Background: an optimization exercise with open tools, aiming at small area, a short achievable clock period and few clock cycles per item. Do not read the settings as production practice.
RTL that was checked went through simulation tests only; none was proved equivalent to the original.

==> flow/design.v (excerpt) <==
module xtea_top(
    input clock, reset, cfg, start,
    input[127:0] data_i, key,
    output busy, ready,
    output[127:0] data_o
);
localparam [31:0] DELTA = 32'h9E3779B9;
reg        busy_r, ready_r;
reg        dec;
reg        go;       
reg        gf0a, gf0b, gf1a, gf1b;
reg [6:0]  cnt;
reg [31:0] a0, b0, a1, b1;
reg [127:0] k;
reg [31:0] s;        
reg [31:0] skr;      
reg [3:0]  ksel;     
always @(posedge clock, posedge reset)
begin
    if(reset) begin
        busy_r  <= 1'b0;
        ready_r <= 1'b0;
        go      <= 1'b0;
        gf0a    <= 1'b0;
        gf0b    <= 1'b0;
        gf1a    <= 1'b0;
        gf1b    <= 1'b0;
    end
    else begin
        busy_r  <= busy_r ? !ready_r : start;
        ready_r <= busy_r && !ready_r && (cnt == 7'd64);
        go      <= busy_r ? !ready_r && !(!dec && cnt == 7'd63) : start && cfg;
        gf0a    <= busy_r ? !ready_r && !(!dec && cnt == 7'd63) && !cnt[6] : start && cfg;
        gf0b    <= busy_r ? !ready_r && !(!dec && cnt == 7'd63) && cnt != 7'd64 : start && cfg;
        gf1a    <= busy_r ? !(!dec && cnt == 7'd63) && !cnt[6] : start && cfg;
        gf1b    <= busy_r ? !(!dec && cnt == 7'd63) && cnt[6:1] != 6'd32 : start && cfg;
    end
end
assign busy  = busy_r;
assign ready = ready_r;
wire cin = dec & go;
wire [31:0] kx = (k[ 31: 0] & {32{ksel[0]}}) | (k[ 63:32] & {32{ksel[1]}}) |
                 (k[ 95:64] & {32{ksel[2]}}) | (k[127:96] & {32{ksel[3]}});
wire [31:0] sk_next;
xtea_add SKA (.x(s), .y(kx), .inv(dec), .r(sk_next));
wire        s_upd = cnt[0] ^ dec;
wire [31:0] s_add;
xtea_sadd SDA (.x(s), .dec(dec), .r(s_add));
wire [31:0] s_nx = s_upd ? s_add : s;
wire [1:0]  idx_next = cnt[0] ? s_nx[12:11] : s_nx[1:0];
wire [31:0] n0, n1;
xtea_step STEP0 (.a(a0), .b(b0), .k(skr), .d(data_i[ 63:32]), .go(go), .gfa(gf0a), .gfb(gf0b), .cin(cin), .busy(busy_r), .n(n0));
xtea_step STEP1 (.a(a1), .b(b1), .k(skr), .d(data_i[127:96]), .go(go), .gfa(gf1a), .gfb(gf1b), .cin(cin), .busy(busy_r), .n(n1));
always @(posedge clock)
begin
    b0 <= n0;
    b1 <= n1;
  ...
export LEC_CHECK = 0
export CAP_MARGIN = 20
export CORE_MARGIN = 2
export CORE_UTILIZATION = 60
export CTS_CLUSTER_DIAMETER = 100
export CTS_CLUSTER_SIZE = 30
export SLEW_MARGIN = 20
export SYNTH_HIERARCHICAL = 1
create_clock -name core_clock -period 10.0 [get_ports {clock}]
standard.sh (not shown) runs the stock make flow with config.mk's settings and CLKGATE_MAP_FILE= SYNTH_SCRIPT=/design/flow/synth_recipe.tcl, a recipe that flattens the netlist after the stock synthesis.
==> flow/flow/run.sh <==
#!/bin/bash
# Standard layout, except that the port buffers are the smallest buffer and
# timing repair aims well below the clock period, and synthesis maps for a
# light load (timing repair sizes up what needs it).
set -euo pipefail
export BUFFER_PORTS_ARGS="-buffer_cell sky130_fd_sc_hd__buf_1"
bash standard.sh SETUP_SLACK_MARGIN=6.5 ABC_LOAD_IN_FF=1 finish > standard.log 2>&1
The baseline completed without violations.
Testbench counts at the start, summed over its fixed seeds: cycles 21,440, ops 320.
==> next run, changes <==
--- a/flow/flow/run.sh
+++ b/flow/flow/run.sh
@@ -5,3 +5,3 @@
 set -euo pipefail
 export BUFFER_PORTS_ARGS="-buffer_cell sky130_fd_sc_hd__buf_1"
-bash standard.sh SETUP_SLACK_MARGIN=6.5 ABC_LOAD_IN_FF=1 finish > standard.log 2>&1
+bash standard.sh SETUP_SLACK_MARGIN=6.3 ABC_LOAD_IN_FF=1 finish > standard.log 2>&1
Result: Utilization fell by 2.3 points; final area shrinks by 3.3%; first-iteration DRC count came out lower by 19%; register-to-register slack got worse by 0.17 ns; critical path depth climbs by 2; wire length went down by 2.5%.
==> next run, changes <==
==> flow/flow/run.sh (replaced) <==
#!/bin/bash
# Standard layout, except that the port buffers are the smallest buffer and
# timing repair aims well below the clock period.
set -euo pipefail
export BUFFER_PORTS_ARGS="-buffer_cell sky130_fd_sc_hd__buf_1"
bash standard.sh SETUP_SLACK_MARGIN=6.3 finish > standard.log 2>&1
--- a/flow/config.mk
+++ b/flow/config.mk
@@ -8,5 +8,5 @@
 export CAP_MARGIN = 20
 export CORE_MARGIN = 2
-export CORE_UTILIZATION = 60
+export CORE_UTILIZATION = 50
 export CTS_CLUSTER_DIAMETER = 100
 export CTS_CLUSTER_SIZE = 30
Hold slack is worse by 0.0040 ns.
Fmax rose by a few percent.
Clock skew is lower by 0.027 ns.
Count of clock-buffer cells in the layout falls by 2.
Non-clock buffer count shrinks by 30.
Design area rose slightly.
==> next run, changes <==
--- a/flow/config.mk
+++ b/flow/config.mk
@@ -8,5 +8,5 @@
 export CAP_MARGIN = 20
 export CORE_MARGIN = 2
-export CORE_UTILIZATION = 50
+export CORE_UTILIZATION = 60
 export CTS_CLUSTER_DIAMETER = 100
 export CTS_CLUSTER_SIZE = 30
Cell area hardly moves.
Via count barely changes.

* * *

xtea_top, a different RTL version from the one above (not shown whole).
Size in the first run: ~340 flip-flops, ~390 I/O pins.
Design xtea_top, start of the top module:
module xtea_top(
    input clock, reset, cfg, start,
    input[127:0] data_i, key,
    output busy, ready,
    output[127:0] data_o
);
localparam [31:0] DELTA = 32'h9E3779B9;
reg        busy_r, ready_r;
reg        dec;
reg        go;       
reg [6:0]  cnt;
reg [31:0] a0, b0, a1, b1;
reg [127:0] k;
reg [31:0] s;        
reg [31:0] skr;      
reg [3:0]  ksel;     
always @(posedge clock, posedge reset)
begin
    if(reset) begin
        busy_r  <= 1'b0;
        ready_r <= 1'b0;
        go      <= 1'b0;
    end
    else begin
        busy_r  <= busy_r ? !ready_r : start;
        ready_r <= busy_r && !ready_r && (cnt == 7'd64);
        go      <= busy_r ? !ready_r && !(!dec && cnt == 7'd63) : start && cfg;
    end
end
assign busy  = busy_r;
assign ready = ready_r;
wire cin = dec & go;
wire [31:0] kx = (k[ 31: 0] & {32{ksel[0]}}) | (k[ 63:32] & {32{ksel[1]}}) |
                 (k[ 95:64] & {32{ksel[2]}}) | (k[127:96] & {32{ksel[3]}});
wire [31:0] sk_next;
xtea_add SKA (.x(s), .y(kx), .inv(dec), .r(sk_next));
wire        s_upd = cnt[0] ^ dec;
wire [31:0] s_add;
  ...
Settings: LEC_CHECK=0, CAP_MARGIN=20, CORE_MARGIN=2, CORE_UTILIZATION=60, SLEW_MARGIN=20, SYNTH_HIERARCHICAL=1; clock period 10.0 ns.
==> flow/flow/run.sh <==
#!/bin/bash
# Standard layout, except that the port buffers are the smallest buffer and
# timing repair aims well below the clock period.
set -euo pipefail
export BUFFER_PORTS_ARGS="-buffer_cell sky130_fd_sc_hd__buf_1"
bash standard.sh SETUP_SLACK_MARGIN=6.3 finish > standard.log 2>&1
The baseline finished clean.
Edit:
--- a/flow/flow/run.sh
+++ b/flow/flow/run.sh
@@ -6 +6 @@
-bash standard.sh SETUP_SLACK_MARGIN=6.3 finish > standard.log 2>&1
+bash standard.sh SETUP_SLACK_MARGIN=6.0 finish > standard.log 2>&1
Fmax falls by a few percent.
Clock-buffer cell count is unchanged.
Final cell count decreases slightly.
Function was not checked in any run of this note: the RTL went through the layout flow alone.

* * *

job 8372:
xtea_top, a different RTL version from the one above (not shown whole).
For scale: ~2400 cells after synthesis, about 23000 um2 of cells after synthesis.
==> flow/config.mk <==
export PLATFORM = sky130hd
export DESIGN_NAME = xtea_top
export DESIGN_NICKNAME = xtea_top
export VERILOG_FILES = /design/flow/design.v
export SDC_FILE = /design/flow/constraint.sdc
export NUM_CORES = 4
export LEC_CHECK = 0
export CAP_MARGIN = 20
export CORE_MARGIN = 2
export CORE_UTILIZATION = 60
export SLEW_MARGIN = 20
export SYNTH_HIERARCHICAL = 1
==> flow/constraint.sdc <==
create_clock -name core_clock -period 10.0 [get_ports {clock}]
set_input_delay 2.0000 -clock core_clock [delete_from_list [all_inputs] [get_ports {clock}]]
set_output_delay 2.0000 -clock core_clock [all_outputs]
set_load 0.01 [all_outputs]
==> flow/flow/run.sh <==
#!/bin/bash
# Standard layout, except that the port buffers are the smallest buffer and
# timing repair aims well below the clock period.
set -euo pipefail
export BUFFER_PORTS_ARGS="-buffer_cell sky130_fd_sc_hd__buf_1"
bash standard.sh SETUP_SLACK_MARGIN=6.6 finish > standard.log 2>&1
Testbench counts of job 8372, summed over its fixed seeds: cycles 21,440, ops 320.
Edits applied to the flow inputs when going from job 8372 to job 5424:
==> flow/flow/run.sh <==
#!/bin/bash
# Standard layout, except that the port buffers are the smallest buffer and
# timing repair aims well below the clock period.
set -euo pipefail
export BUFFER_PORTS_ARGS="-buffer_cell sky130_fd_sc_hd__buf_1"
bash standard.sh SETUP_SLACK_MARGIN=6.3 finish > standard.log 2>&1
==> comparison <==
- Job 8372 → job 5424: total die area was more or less identical, layout-stage area growth over the synthesis result went down by 3.8 points, register-to-register slack went down by 0.05 ns.
- On fraction of layout cells with a size suffix above 1, the higher figure sits with job 8372, not job 5424.
- Job 5424 vs job 8372: period utilization up in job 5424
- Job 5424 finished end to end and its layout was clean on timing, DRC and antenna.
- Design area (job 5424 over job 8372): decrease, 3.3%
- Diff job 8372 and job 5424: transition time at the pin with the least slew margin lower in job 8372

static timing again, ports no longer ideal:
The results above use ideal ports. As a check the final layouts listed here were re-extracted and re-timed, cells and wires unchanged.
Step 1 sets driving cells, clkbuf_16 on the clock port and buf_2 on the other inputs (assumed; they add their load-dependent delay and slew).
Step 2, shift: input delay + t, output delay - t, t = (earliest + latest rising clock arrival at the registers) / 2. This alone moves slack from input paths to output paths.
a / b / c = no drivers / after step 1 / after step 2; a / b = the first two.
run | shift t [ns] | setup slack, ns | worst hold slack (ns) | worst setup path at the end
the first run of note 1 | 0.601 | 6.434 / 6.434 / 6.434 | 0.513 / 0.513 / 0.513 | register to register
the second run of note 1 | 0.589 | 6.268 / 6.268 / 6.268 | 0.534 / 0.534 / 0.534 | register to register
the third run of note 1 | 0.595 | 6.387 / 6.387 / 6.387 | 0.530 / 0.530 / 0.530 | register to register
the fourth run of note 1 | 0.592 | 6.415 / 6.398 / 6.415 | 0.538 / 0.538 / 0.538 | register to register
the first run of note 2 | 0.610 | 6.400 / 6.400 / 6.399 | 0.489 / 0.489 / 0.489 | input to register
the second run of note 2 | 0.617 | 6.138 / 6.138 / 6.138 | 0.490 / 0.490 / 0.490 | register to register
job 8372 | 0.617 | 6.486 / 6.486 / 6.486 | 0.503 / 0.503 / 0.503 | register to register
job 5424 | 0.613 | 6.435 / 6.410 / 6.435 | 0.498 / 0.498 / 0.498 | register to register
After both steps setup and hold are still met in every run listed. For the first run of note 2, which loses most, drivers alone change the setup slack by 0.000 ns; drivers and shift together by -0.001 ns.
